Source: an optimization exercise on an open RTL-to-GDS flow (aim: small area). Production flows keep margins and buffers that such runs may drop. Function was checked by simulation only, so behaviour that the tests miss may differ from the original. Power figures rest on the tool's default switching activity, not on a simulated workload.

`flow/config.mk`:
```
export PLATFORM = sky130hd
export DESIGN_NAME = regfile_top
export DESIGN_NICKNAME = regfile_top
export VERILOG_FILES = /design/flow/design.v
export SDC_FILE = /design/flow/constraint.sdc
export NUM_CORES = 4
export LEC_CHECK = 0
export ABC_AREA = 0
export CAP_MARGIN = 20
export CORE_MARGIN = 2
export CORE_UTILIZATION = 55
export CTS_CLUSTER_DIAMETER = 80
export CTS_CLUSTER_SIZE = 30
export PLACE_DENSITY = 0.65
export SLEW_MARGIN = 20
export SYNTH_HIERARCHICAL = 1
export SYNTH_MINIMUM_KEEP_SIZE = 0
```
`flow/constraint.sdc`:
```
create_clock -name core_clock -period 5.0 [get_ports {clk}]
set_input_delay 1.0000 -clock core_clock [delete_from_list [all_inputs] [get_ports {clk}]]
set_output_delay 1.0000 -clock core_clock [all_outputs]
set_load 0.01 [all_outputs]
```
`flow/design.v`:
```
module regFile_row
#(parameter DATA_WIDTH = 32)
(
	input logic clk,
	input logic r,
	input logic rn,
	input logic [DATA_WIDTH - 1 : 0] wd,
	output logic [DATA_WIDTH - 1 : 0] q
);
always_ff @(posedge clk)
	q <= ~((q | {DATA_WIDTH{r}}) & (wd | {DATA_WIDTH{rn}}));
endmodule
module regFile_wdec
(
	input logic lo,
	input logic hi,
	input logic valid,
	output logic wr,
	output logic rn,
	output logic vnext
);
assign rn = ~(lo & hi);
assign wr = ~rn;
assign vnext = valid | ~rn;
endmodule
module regFile_and3
(
	input logic [2 : 0] a,
	output logic y
);
assign y = &a;
endmodule
module regFile_aoi3
(
	input logic [2 : 0] a,
	input logic [2 : 0] b,
	output logic y
);
assign y = ~|(a & b);
endmodule
module regFile_nand
#(parameter N = 4)
(
	input logic [N - 1 : 0] a,
	output logic y
);
assign y = ~&a;
endmodule
module regFile_or
#(parameter N = 3)
(
	input logic [N - 1 : 0] a,
	output logic y
);
assign y = |a;
endmodule
module regFile_xor
(
	input logic a,
	input logic b,
	output logic y
);
assign y = a ^ b;
endmodule
module regFile_rdmux
#(parameter N_IN = 33, parameter DATA_WIDTH = 32, localparam N_GRP = (N_IN + 2) / 3, localparam N_NAND = (N_GRP + 3) / 4)
(
	input logic [N_IN - 1 : 0] sel,
	input logic [N_IN * DATA_WIDTH - 1 : 0] data,
	input logic x,
	output logic [DATA_WIDTH - 1 : 0] d
);
logic [3 * N_GRP - 1 : 0] sel_p;
assign sel_p = {{(3 * N_GRP - N_IN){1'b0}}, sel};
for (genvar b = 0; b < DATA_WIDTH; b++)
begin: g_bit
	logic [N_GRP - 1 : 0] y;
	for (genvar g = 0; g < N_GRP; g++)
	begin: g_grp
		logic [2 : 0] dv;
		for (genvar t = 0; t < 3; t++)
			if (3 * g + t < N_IN)
				assign dv[t] = data[(3 * g + t) * DATA_WIDTH + b];
			else
				assign dv[t] = 1'b0;
		regFile_aoi3 u_aoi (.a(sel_p[3 * g +: 3]), .b(dv), .y(y[g]));
	end
	logic [N_NAND - 1 : 0] g;
	for (genvar n = 0; n < N_NAND; n++)
	begin: g_nand
		localparam int W = (N_GRP - 4 * n < 4) ? N_GRP - 4 * n : 4;
		regFile_nand #(.N(W)) u_nand (.a(y[4 * n +: W]), .y(g[n]));
	end
	logic o;
	regFile_or #(.N(N_NAND)) u_or (.a(g), .y(o));
	regFile_xor u_xor (.a(o), .b(x), .y(d[b]));
end
endmodule
module regFile
#(parameter N_REGS = 32, parameter DATA_WIDTH = 32, parameter N_READ_PORTS = 2, parameter N_WRITE_PORTS = 1,  localparam ADDR_WIDTH = $clog2(N_REGS))
(
	input logic clk,
	input logic rst,
	input logic en,
	input logic [N_WRITE_PORTS - 1 : 0] we,
	input logic [N_READ_PORTS - 1 : 0] re,
	input logic [N_READ_PORTS * ADDR_WIDTH - 1 : 0] rAddrs,
	input logic [N_WRITE_PORTS * ADDR_WIDTH - 1 : 0] wAddrs,
	input logic [N_WRITE_PORTS * DATA_WIDTH - 1 : 0] wPorts,
	output logic [N_READ_PORTS * DATA_WIDTH - 1 : 0] rPorts
);
logic p;
always_ff @(posedge clk or posedge rst)
	if (rst)
		p <= 1'b0;
	else
		p <= ~p;
localparam LO_BITS = ADDR_WIDTH / 2;
localparam HI_BITS = ADDR_WIDTH - LO_BITS;
logic [(1 << LO_BITS) - 1 : 0] wa_lo;
logic [(1 << HI_BITS) - 1 : 0] wa_hi;
always_comb
begin
	for (int i = 0; i < (1 << LO_BITS); i++)
		wa_lo[i] = en & we[0] & (wAddrs[0 +: LO_BITS] == i);
	for (int i = 0; i < (1 << HI_BITS); i++)
		wa_hi[i] = (wAddrs[LO_BITS +: HI_BITS] == i);
end
logic [N_REGS - 1 : 0] wr;
logic [N_REGS - 1 : 0] wrn;
logic [N_REGS - 1 : 0] valid;
logic [N_REGS - 1 : 0] valid_next;
for (genvar i = 0; i < N_REGS; i++)
begin: g_wdec
	regFile_wdec u_wdec
	(
		.lo(wa_lo[i % (1 << LO_BITS)]), .hi(wa_hi[i / (1 << LO_BITS)]), .valid(valid[i]),
		.wr(wr[i]), .rn(wrn[i]), .vnext(valid_next[i])
	);
end
always_ff @(posedge clk or posedge rst)
	if (rst)
		valid <= '0;
	else
		valid <= valid_next;
logic [DATA_WIDTH - 1 : 0] wd;
for (genvar j = 0; j < DATA_WIDTH; j++)
begin: g_wd
	regFile_xor u_xor (.a(wPorts[j]), .b(p), .y(wd[j]));
end
logic [N_REGS * DATA_WIDTH - 1 : 0] q;
for (genvar i = 0; i < N_REGS; i++)
begin: g_row
	regFile_row #(.DATA_WIDTH(DATA_WIDTH)) u_row
	(
		.clk(clk), .r(wr[i]), .rn(wrn[i]), .wd(wd),
		.q(q[i * DATA_WIDTH +: DATA_WIDTH])
	);
end
for (genvar k = 0; k < N_READ_PORTS; k++)
begin: g_rd
	logic ld;
	logic [N_REGS : 0] sel;
	logic x;
	logic [DATA_WIDTH - 1 : 0] d;
	logic [(1 << LO_BITS) - 1 : 0] ra_lo;
	logic [(1 << HI_BITS) - 1 : 0] ra_hi;
	assign ld = en & re[k];
	always_comb
	begin
		for (int i = 0; i < (1 << LO_BITS); i++)
			ra_lo[i] = ld & (rAddrs[k * ADDR_WIDTH +: LO_BITS] == i);
		for (int i = 0; i < (1 << HI_BITS); i++)
			ra_hi[i] = (rAddrs[k * ADDR_WIDTH + LO_BITS +: HI_BITS] == i);
	end
	assign sel[N_REGS] = ~ld;
	for (genvar i = 0; i < N_REGS; i++)
	begin: g_sel
		regFile_and3 u_and
		(
			.a({valid[i], ra_lo[i % (1 << LO_BITS)], ra_hi[i / (1 << LO_BITS)]}),
			.y(sel[i])
		);
	end
	assign x = p & (|sel[N_REGS - 1 : 0]);
	regFile_rdmux #(.N_IN(N_REGS + 1), .DATA_WIDTH(DATA_WIDTH)) u_mux
	(
		.sel(sel),
		.data({rPorts[k * DATA_WIDTH +: DATA_WIDTH], q}),
		.x(x),
		.d(d)
	);
	always_ff @(posedge clk or posedge rst)
		if (rst)
			rPorts[k * DATA_WIDTH +: DATA_WIDTH] <= '0;
		else
			rPorts[k * DATA_WIDTH +: DATA_WIDTH] <= d;
end
endmodule
module regfile_top
(
	input  logic clk,
	input  logic rst,
	input  logic en,
	input  logic we,
	input  logic [1 : 0] re,
	input  logic [4 : 0] raddr0,
	input  logic [4 : 0] raddr1,
	input  logic [4 : 0] waddr,
	input  logic [31 : 0] wdata,
	output logic [31 : 0] rdata0,
	output logic [31 : 0] rdata1
);
regFile #(.N_REGS(32), .DATA_WIDTH(32), .N_READ_PORTS(2), .N_WRITE_PORTS(1)) u_rf
(
	.clk(clk), .rst(rst), .en(en), .we(we), .re(re),
	.rAddrs({raddr1, raddr0}),
	.wAddrs(waddr),
	.wPorts(wdata),
	.rPorts({rdata1, rdata0})
);
endmodule
```
`flow/flow/run.sh`:
```
#!/bin/bash
# Standard layout with two changes: the clock tree is built without dummy
# loads and with larger sink clusters, and port buffers use the smallest buffer.
set -euo pipefail
bash standard.sh \
	"CTS_ARGS=-sink_clustering_enable -repair_clock_nets -dont_use_dummy_load -sink_clustering_size 30 -sink_clustering_max_diameter 80" \
	"BUFFER_PORTS_ARGS=-buffer_cell sky130_fd_sc_hd__buf_1" \
	finish > standard_make.log 2>&1
```
`flow/standard.sh`:
```
#!/bin/bash
# synth_recipe.tcl (not shown) runs the flow's synth.tcl, then flattens the netlist and writes it again
# the make line also repeats each setting of config.mk as NAME=value (left out here)
make -C /OpenROAD-flow-scripts/flow DESIGN_CONFIG=/design/flow/config.mk WORK_HOME=/design/flow/orfs CLKGATE_MAP_FILE= SYNTH_SCRIPT=/design/flow/synth_recipe.tcl "${@:-finish}"
```
==> summary.txt, run 1 <==
* Total global routing overflow at 0
* Clk Latency, worst-skew pair at roughly 0.67 ns
* Crit Path Max Fanout at 12
* Netlist cell types at 22
* Setup slack, reg-to-reg at 1.85 ns
* Fillers at 6222
* Final ANT Viol Nets at 0
* NetSw at 5.685 mW
* Final #Nets at 3859
* Synth Register Bits at 1121
* Pint at roughly 14 mW
* Worst Clk Skew at 0.05342 ns
* Post-DP HPWL at 116300 um
* Hold Crit Class: in2async
* Clock root cell: clkbuf_16
* RSZ-0062 raised after global routing: false
* Drt via density at 8.937
* Final worst-path cycle share at 73.54%
* Worst Tran Pin Value at 1.320 ns
* DRT iter0 DRCs at roughly 13000
* Routed wire length at 196400 um
* Total iterations of the first detailed-routing run at 17
* Die Area at 78020 um^2
* Setup-failing EPs final at 0
* Ys async rst share at 8.653%
* Post-place setup slack at between 0.9 and 1 ns
* DRC viols at 0
* Status: finished clean
* Die height at around 280 um
* Clock Pin Slew Worst Setup and Hold Paths at roughly 0.11 ns
* Synth Warn # at 8
* CP Capture Type: register
* Syn avg cell area at 11.50 um^2
* Hold Fails Final Rpt at 0
* # rows at 100
* Final slew viol count at 0
* Util after Layout at around three fifths
* Syn Std Cell Area at 41690 um^2
* CTS-repair resized insts at 0
* EDFF count, synth at 0
* Setup bufs post-CTS at 0
* Avg WL per Cell at 41.08 um
* Chip Width at about 280 um
* CTS buffer count at 49
* TritonCTS clock tree: built
* Max_cap viols at 0
* TritonCTS Sinks at 1121
* Num ports at between 100 and 150
* GPL Wtd Cong at 1.091
* Min cycle time layout at 3.677 ns
* Core area at 74700 um^2
* Maximum VDD drop at 0.0003057 V
* Seq/Total Area, Yosys at 54.99%
* Register area at 22930 um^2
* Static Leakage at roughly 17 nW
* Largest net degree at the start of global routing at 43
* Primary FF master, synth: dfxtp_1
* Starting density of the core at 55.81%
* Synth Instances at 3625
* Worst setup margin at 1.323 ns
* Global-route wire length before repair at 276800 um
* Post-Layout Cell Count at 4782
* Logic gate share of total power at ~12%
* Total global-route track usage at 48.13%
* Area grow syn2layout at 7.899%
* Syn nets at 3678
* Crit path DAT at 4.24 ns
* Multi-input logic area at 17460 um^2
* Share of cells above drive strength 1 at 7.939%
* Slew headroom at 11.99%
* H-tree Lvls at 2
* Top-area cell type share of the netlist area at 49.17%
* Crit Path Category: in2reg
* Setup TNS at 0 ns
* Input/output buffers at 116
* Max Clk Rate at 272.0 MHz
* Clk pwr share at 23.7%
* Sw Share at 29.58%
* Number of global-route vias before repair at 40329
* Post-cts hold buffer count at 0
* Power share of the sequential group at ~64%
* DR vias at 42735
* Pwr/cell area at 427.2 nW/um^2
* Top post-synthesis cells by area: dfxtp_1 49%, a222oi_1 17%, o22ai_1 15%
* Initial antenna violation count at 14
* WP data required at 5.56 ns
* Cells after DPL at between 4000 and 5000
* Post-synth top area cell: dfxtp_1
* Post-synth top cells: 1024 x dfxtp_1, 1024 x o22ai_1, 704 x a222oi_1
* Worst setup SP type: input pin
* Clock buffer depth at 3
## worst paths after layout
path / from / cells after the start / endpoint
hold / removal: rst / 2 / u_rf.rPorts[27]
max in group asynchronous: rst / 3 / u_rf.valid[23]
setup reg to reg: u_rf.valid[18] / 6 / u_rf.rPorts[8]
min in group core_clock: u_rf.g_row[19].u_row.q[26] / 1 / u_rf.g_row[19].u_row.q[26]
setup / recovery: raddr0[3] / 8 / u_rf.rPorts[27]
hold reg to reg: u_rf.g_row[19].u_row.q[26] / 1 / u_rf.g_row[19].u_row.q[26]
## worst max-delay path, stage by stage
cell	delay, ns
buf_1	0.24
and3b_1	0.31
and3_1	0.59
buf_4	0.36
a222oi_1	0.38
nand4_1	0.62
or3_1	0.58
xor2_1	0.15
## registers in the layout, summed over array words and instances, names as in the netlist
| signal | flops |
|---|---|
| u_rf.rPorts | 64 |
| u_rf.g_row.u_row.q | 1024 |
| u_rf.p | 1 |
| u_rf.valid | 32 |
## cell families (layout without fill, tap and decap cells)
group,count (synthesis),after routing,synth area share (%)
other,0,9,0
AND/OR/NAND/NOR,449,449,6.320
AO/OA/AOI/OAI,1762,1762,32.88
flip-flops,1121,1121,54.99
XOR/XNOR,96,96,2.017
buffers and inverters,197,376,3.790
## per-module statistics from Yosys, one instance, submodules excluded, excerpt
module | cell area, um^2 | cells inside | times used
regFile_and3 | 6.256 | 1 | 64
regFile_aoi3 | 10.01 | 1 | 704
regFile_wdec | 17.52 | 3 | 32
regFile_xor | 8.758 | 1 | 96
## stage by stage
stage / hold slack, ns / total power [mW] / cell area [um^2]
2_1_floorplan: 0.4354 / 13.36 / 41690
3_3_place_gp: 0.4470 / 14.41 / 43710
3_5_place_dp: 0.4548 / 14.62 / 43710
4_1_cts: 0.4665 / 18.97 / 44930
5_1_grt: 0.4830 / 19.74 / 44960
6_report: 0.4762 / 19.22 / 44980
## cell usage in the layout (no fill, tap or decap), drive strengths merged
cell type / netlist / final
diode: 0 / 9
or3: 64 / 64
nor3: 9 / 9
inv: 5 / 5
nor4: 16 / 16
and3b: 6 / 6
nor2: 9 / 9
and3: 67 / 67
nand2: 38 / 38
o22ai: 1024 / 1024
dfrtp: 97 / 97
a21o: 32 / 32
nand3: 67 / 67
buf: 192 / 322
xor2: 96 / 96
nand4: 132 / 132
o21a: 2 / 2
and2: 32 / 32
nor3b: 9 / 9
clkbuf: 0 / 49
dfxtp: 1024 / 1024
a222oi: 704 / 704
## final cells by class
cell class	count	area share, %
sequential	1121	50.97
multi-input combinational	2307	38.81
timing repair buffer	322	4.701
clock buffer	49	2.726
tap	969	2.695
antenna	9	0.05007
inverter	5	0.04728
## power by group through the flow
stage | logic (mW) | registers, mW | clock network (mW)
2_1_floorplan | 1.51 | 11.8 | 0
3_3_place_gp | 2.18 | 12.2 | 0
3_5_place_dp | 2.29 | 12.3 | 0
4_1_cts | 2.29 | 12.1 | 4.54
5_1_grt | 2.50 | 12.4 | 4.84
6_report | 2.35 | 12.3 | 4.56
## layer usage
layer / up-vias / routed length [um] / GRT usage, %
li1: 16617 / - / -
met1: 20478 / 66860 / 61.33
met2: 4627 / 78000 / 66.57
met3: 1005 / 33430 / 17.09
met4: 8 / 18090 / 36.53
met5: - / 54 / 0.1876
==> inputs of run 2 (changes only) <==
==> flow/run.sh (new file) <==
#!/bin/bash
# synth_recipe.tcl (not shown) runs the flow's synth.tcl, then flattens the netlist and writes it again
# the make line also repeats each setting of config.mk as NAME=value (left out here)
make -C /OpenROAD-flow-scripts/flow DESIGN_CONFIG=/design/flow/config.mk WORK_HOME=/design/flow/orfs CLKGATE_MAP_FILE= SYNTH_SCRIPT=/design/flow/synth_recipe.tcl finish
removed: flow/flow/run.sh
removed: flow/standard.sh
==> run 2 against run 1 <==
Compared with the run above:
- still clean
- flip-flop and latch count stayed put
- power is 2.9% higher
- fmax down 3.8%
- wire length is 2.4% lower
- worst setup slack got worse by 0.15 ns
- critical path depth up 2
- die area did not move
- global-route usage shrank 1.3 points
- critical path type unchanged
==> summary.txt, run 2 <==
* DRT iter0 DRCs at 13109 (-2.5%)
* Sw Share at 29.09% (-0.50 points)
* Max Clk Rate at 261.6 MHz (-3.8%)
* Worst Clk Skew at 0.04483 ns (-0.008593 ns)
* Setup slack, reg-to-reg at 1.85 ns (about the same)
* Hold Crit Class: reg2reg
* TritonCTS clock tree: built
* Post-cts hold buffer count at 0 (unchanged)
* Pint at 14.03 mW (+3.7%)
* Total global-route track usage at 46.80% (-1.3 points)
* Final #Nets at 3866 (+0.18%)
* Final slew viol count at 0 (unchanged)
* EDFF count, synth at 0 (unchanged)
* Logic gate share of total power at 12.8% (+0.6 points)
* Min cycle time layout at 3.823 ns (+0.1461 ns)
* Routed wire length at 191600 um (-2.4%)
* Crit path DAT at 4.36 ns (+0.12 ns)
* RR Endpoint: u_rf.rPorts[43]
* Setup TNS at 0 ns (unchanged)
* Power share of the sequential group at 61.5% (-2.5 points)
* Hold endpoint: u_rf.g_row[7].u_row.q[18]
* RSZ-0062 raised after global routing: false
* CP Capture Type: register
* Fillers at 6087 (-2.2%)
* TritonCTS Sinks at 1121 (unchanged)
* Post-synth top cells: 1024 x dfxtp_1, 1024 x o22ai_1, 704 x a222oi_1
* Register area at 22930 um^2 (unchanged)
* Setup bufs post-CTS at 0 (unchanged)
* Die height at 279.3 um (unchanged)
* Multi-input logic area at 17440 um^2 (about the same)
* DRC viols at 0 (unchanged)
* Max FFs per register at 1024 (unchanged)
* Number of global-route vias before repair at 40885 (+1.4%)
* Hold Path Stages at 1
* Top post-synthesis cells by area: dfxtp_1 49%, a222oi_1 17%, o22ai_1 15%
* R2R depth at 6 (unchanged)
* Synth Instances at 3625 (unchanged)
* Clock buffer depth at 3 (unchanged)
* Post-place setup slack at 0.6212 ns (-0.3323 ns)
* Chip Width at 279.3 um (unchanged)
* Worst setup margin at 1.177 ns (-0.1461 ns)
* Total global routing overflow at 0 (unchanged)
* Drt via density at 8.850 (-0.97%)
* Post-synth top area cell: dfxtp_1
* CTS buffer count at 49 (unchanged)
* Die Area at 78020 um^2 (unchanged)
* Starting density of the core at 55.81% (unchanged)
* Seq/Total Area, Yosys at 54.99% (unchanged)
* CTS-repair resized insts at 0 (unchanged)
* GPL Wtd Cong at 0.9853 (-9.6%)
* Syn Std Cell Area at 41690 um^2 (unchanged)
* Post-DP HPWL at 111300 um (-4.3%)
* NetSw at 5.754 mW (+1.2%)
* Num ports at 117 (unchanged)
* DR vias at 42611 (-0.29%)
* Clock root cell: clkbuf_16
* Final worst-path cycle share at 76.46% (+2.9 points)
* Core area at 74700 um^2 (unchanged)
* # rows at 100 (unchanged)
* Share of cells above drive strength 1 at 8.559% (+0.62 points)
* Top-area cell type share of the netlist area at 49.17% (unchanged)
* Input/output buffers at 116 (unchanged)
* Primary FF master, synth: dfxtp_1
* Clk Latency, worst-skew pair at 0.69 ns (+0.02 ns)
* H-tree Lvls at 2 (unchanged)
* Largest net degree at the start of global routing at 50 (+16%)
* Setup-failing EPs final at 0 (unchanged)
* Worst hold start: u_rf.g_row[7].u_row.q[18]
* Static Leakage at 17.09 nW (+3.1%)
* Hold Fails Final Rpt at 0 (unchanged)
* Worst Tran Pin Value at 1.305 ns (-0.01474 ns)
* WP data required at 5.54 ns (-0.02 ns)
* Global-route wire length before repair at 271900 um (-1.8%)
* Largest reg by FF count: u_rf.g_row.u_row.q
* Syn nets at 3678 (unchanged)
* Final ANT Viol Nets at 0 (unchanged)
* Syn avg cell area at 11.50 um^2 (unchanged)
* Status: finished clean
* Slew headroom at 12.97% (+0.98 points)
* Clock Pin Slew Worst Setup and Hold Paths at 0.10 ns (about the same)
* Util after Layout at 61.89% (+1.7 points)
* Max_cap viols at 0 (unchanged)
* Worst setup SP type: input pin
* Synth Warn # at 8 (unchanged)
* Total iterations of the first detailed-routing run at 13 (-4)
* Biggest regs: u_rf.g_row.u_row.q: 1024 flops, u_rf.rPorts: 64 flops, u_rf.valid: 32 flops
* Avg WL per Cell at 39.80 um (-3.1%)
* Crit Path Max Fanout at 17 (+5)
* Area grow syn2layout at 10.88%
* Initial antenna violation count at 8 (-6)
* Synth Register Bits at 1121 (unchanged)
* Maximum VDD drop at 0.0003611 V (+18%)
* Netlist cell types at 22 (unchanged)
* Commonest non-fill, non-tap cells in the layout: 1024 x o22ai_1, 1024 x dfxtp_1, 704 x a222oi_1, 190 x buf_4, 132 x nand4_1
* Crit Path Category: in2reg
* Clk pwr share at 25.7% (+2.0 points)
* Ys async rst share at 8.653% (unchanged)
* Critical R2R Launch: u_rf.valid[13]
* Pwr/cell area at 427.9 nW/um^2 (+0.18%)
[run 2: layer usage]
layer | part of all wire [%] | global-route usage (%) | vias up
met5 | 0.055 | 0.6254 | -
met2 | 40 | 64.77 | 4476
met3 | 17 | 15.80 | 924
met1 | 35 | 60.43 | 20510
li1 | - | - | 16693
met4 | 8.4 | 34.63 | 8
[run 2: power groups by stage]
| stage | Clock (mW) | Combinational, mW | Sequential [mW] |
|---|---|---|---|
| 2_1_floorplan | 0 | 1.51 | 11.8 |
| 3_3_place_gp | 0 | 2.36 | 12.1 |
| 3_5_place_dp | 0 | 2.48 | 12.2 |
| 4_1_cts | 5.06 | 2.48 | 12.0 |
| 5_1_grt | 5.37 | 2.71 | 12.3 |
| 6_report | 5.08 | 2.53 | 12.2 |
[run 2: stage by stage]
step | hold slack (ns) | cells | cell area (um^2) | total power [mW]
after floorplan | 0.4354 | 3625 | 41690 | 13.36
after global placement | 0.4481 | 4731 | 44650 | 14.46
after detailed placement | 0.4576 | 4731 | 44650 | 14.71
after CTS | 0.4741 | 4813 | 46220 | 19.58
after global routing | 0.4905 | 4814 | 46220 | 20.37
final | 0.4756 | 4815 | 46230 | 19.78
[run 2: worst max-delay path by stage]
stage                      from         endpoint  slack [ns]
final                        en  u_rf.rPorts[43]        1.18
after global placement       en  u_rf.rPorts[43]        0.64
after detailed placement     en  u_rf.rPorts[43]        0.62
after CTS                    en  u_rf.rPorts[43]        1.32
after global routing         en  u_rf.rPorts[42]        1.19
after floorplan           re[0]   u_rf.rPorts[0]        0.77
[run 2: cell type report]
cell class,instances,share of cell area (%)
Inverter,5,0.04601
Multi-Input combinational cell,2307,37.73
Antenna cell,2,0.01083
Tap cell,969,2.623
Clock inverter,22,0.5386
Clock buffer,60,2.856
Timing Repair Buffer,329,6.593
Sequential cell,1121,49.60
[run 2: logic make-up (layout without fill, tap and decap cells)]
kind of cell,after synthesis,count (layout),share of synthesized area (%)
DFF,1121,1121,54.99
xor gates and xnor gates,96,96,2.017
and+or+nand+nor,449,449,6.320
other,0,2,0
AOI/OAI and AO/OA,1762,1762,32.88
buffers and inverters,197,416,3.790
[run 2: Yosys stat by module, one instance, submodules excluded, excerpt]
module        cells inside  flops+latches  area, um^2
regFile_aoi3             1              0       10.01
regFile_and3             1              0       6.256
regFile_xor              1              0       8.758
regFile_wdec             3              0       17.52
[run 2: critical path, cell delays in order]
cell and delay [ns]:
clkdlybuf4s50_1 0.50, nand2_1 0.15, nor3_1 0.06, buf_4 0.17, and3_1 0.58, buf_4 0.42
a222oi_1 0.37, nand4_1 0.43, or3_1 0.50, xor2_1 0.15

## static timing again, ports no longer ideal
The flow's constraints put no driver on any port. The routed layouts listed below were extracted and timed again, unchanged, in two steps.
Step 1: set_driving_cell puts a clkbuf_16 on clk and a buf_2 on each other input, an assumption about the parent block.
Step 2 also shifts input and output timing later by t, the mid clock arrival at the registers, as if the neighbouring blocks saw the same clock.
Three values: ideal, step 1, step 2; two values: the first two.
run | shift t [ns] | setup WS [ns] | worst setup path after step 2 | latest minus earliest clock arrival (ns) | cell pins on the clock port's net
run 1 | 0.718 | 1.323 / 1.372 / 0.654 | input to register | 0.057 / 0.057 | 1
run 2 | 0.744 | 1.177 / 1.230 / 0.486 | input to register | 0.047 / 0.048 | 1
After both steps every run listed still meets setup and hold. The setup slack of run 2, which loses most, moves by +0.053 ns with the drivers and by -0.691 ns with both steps.
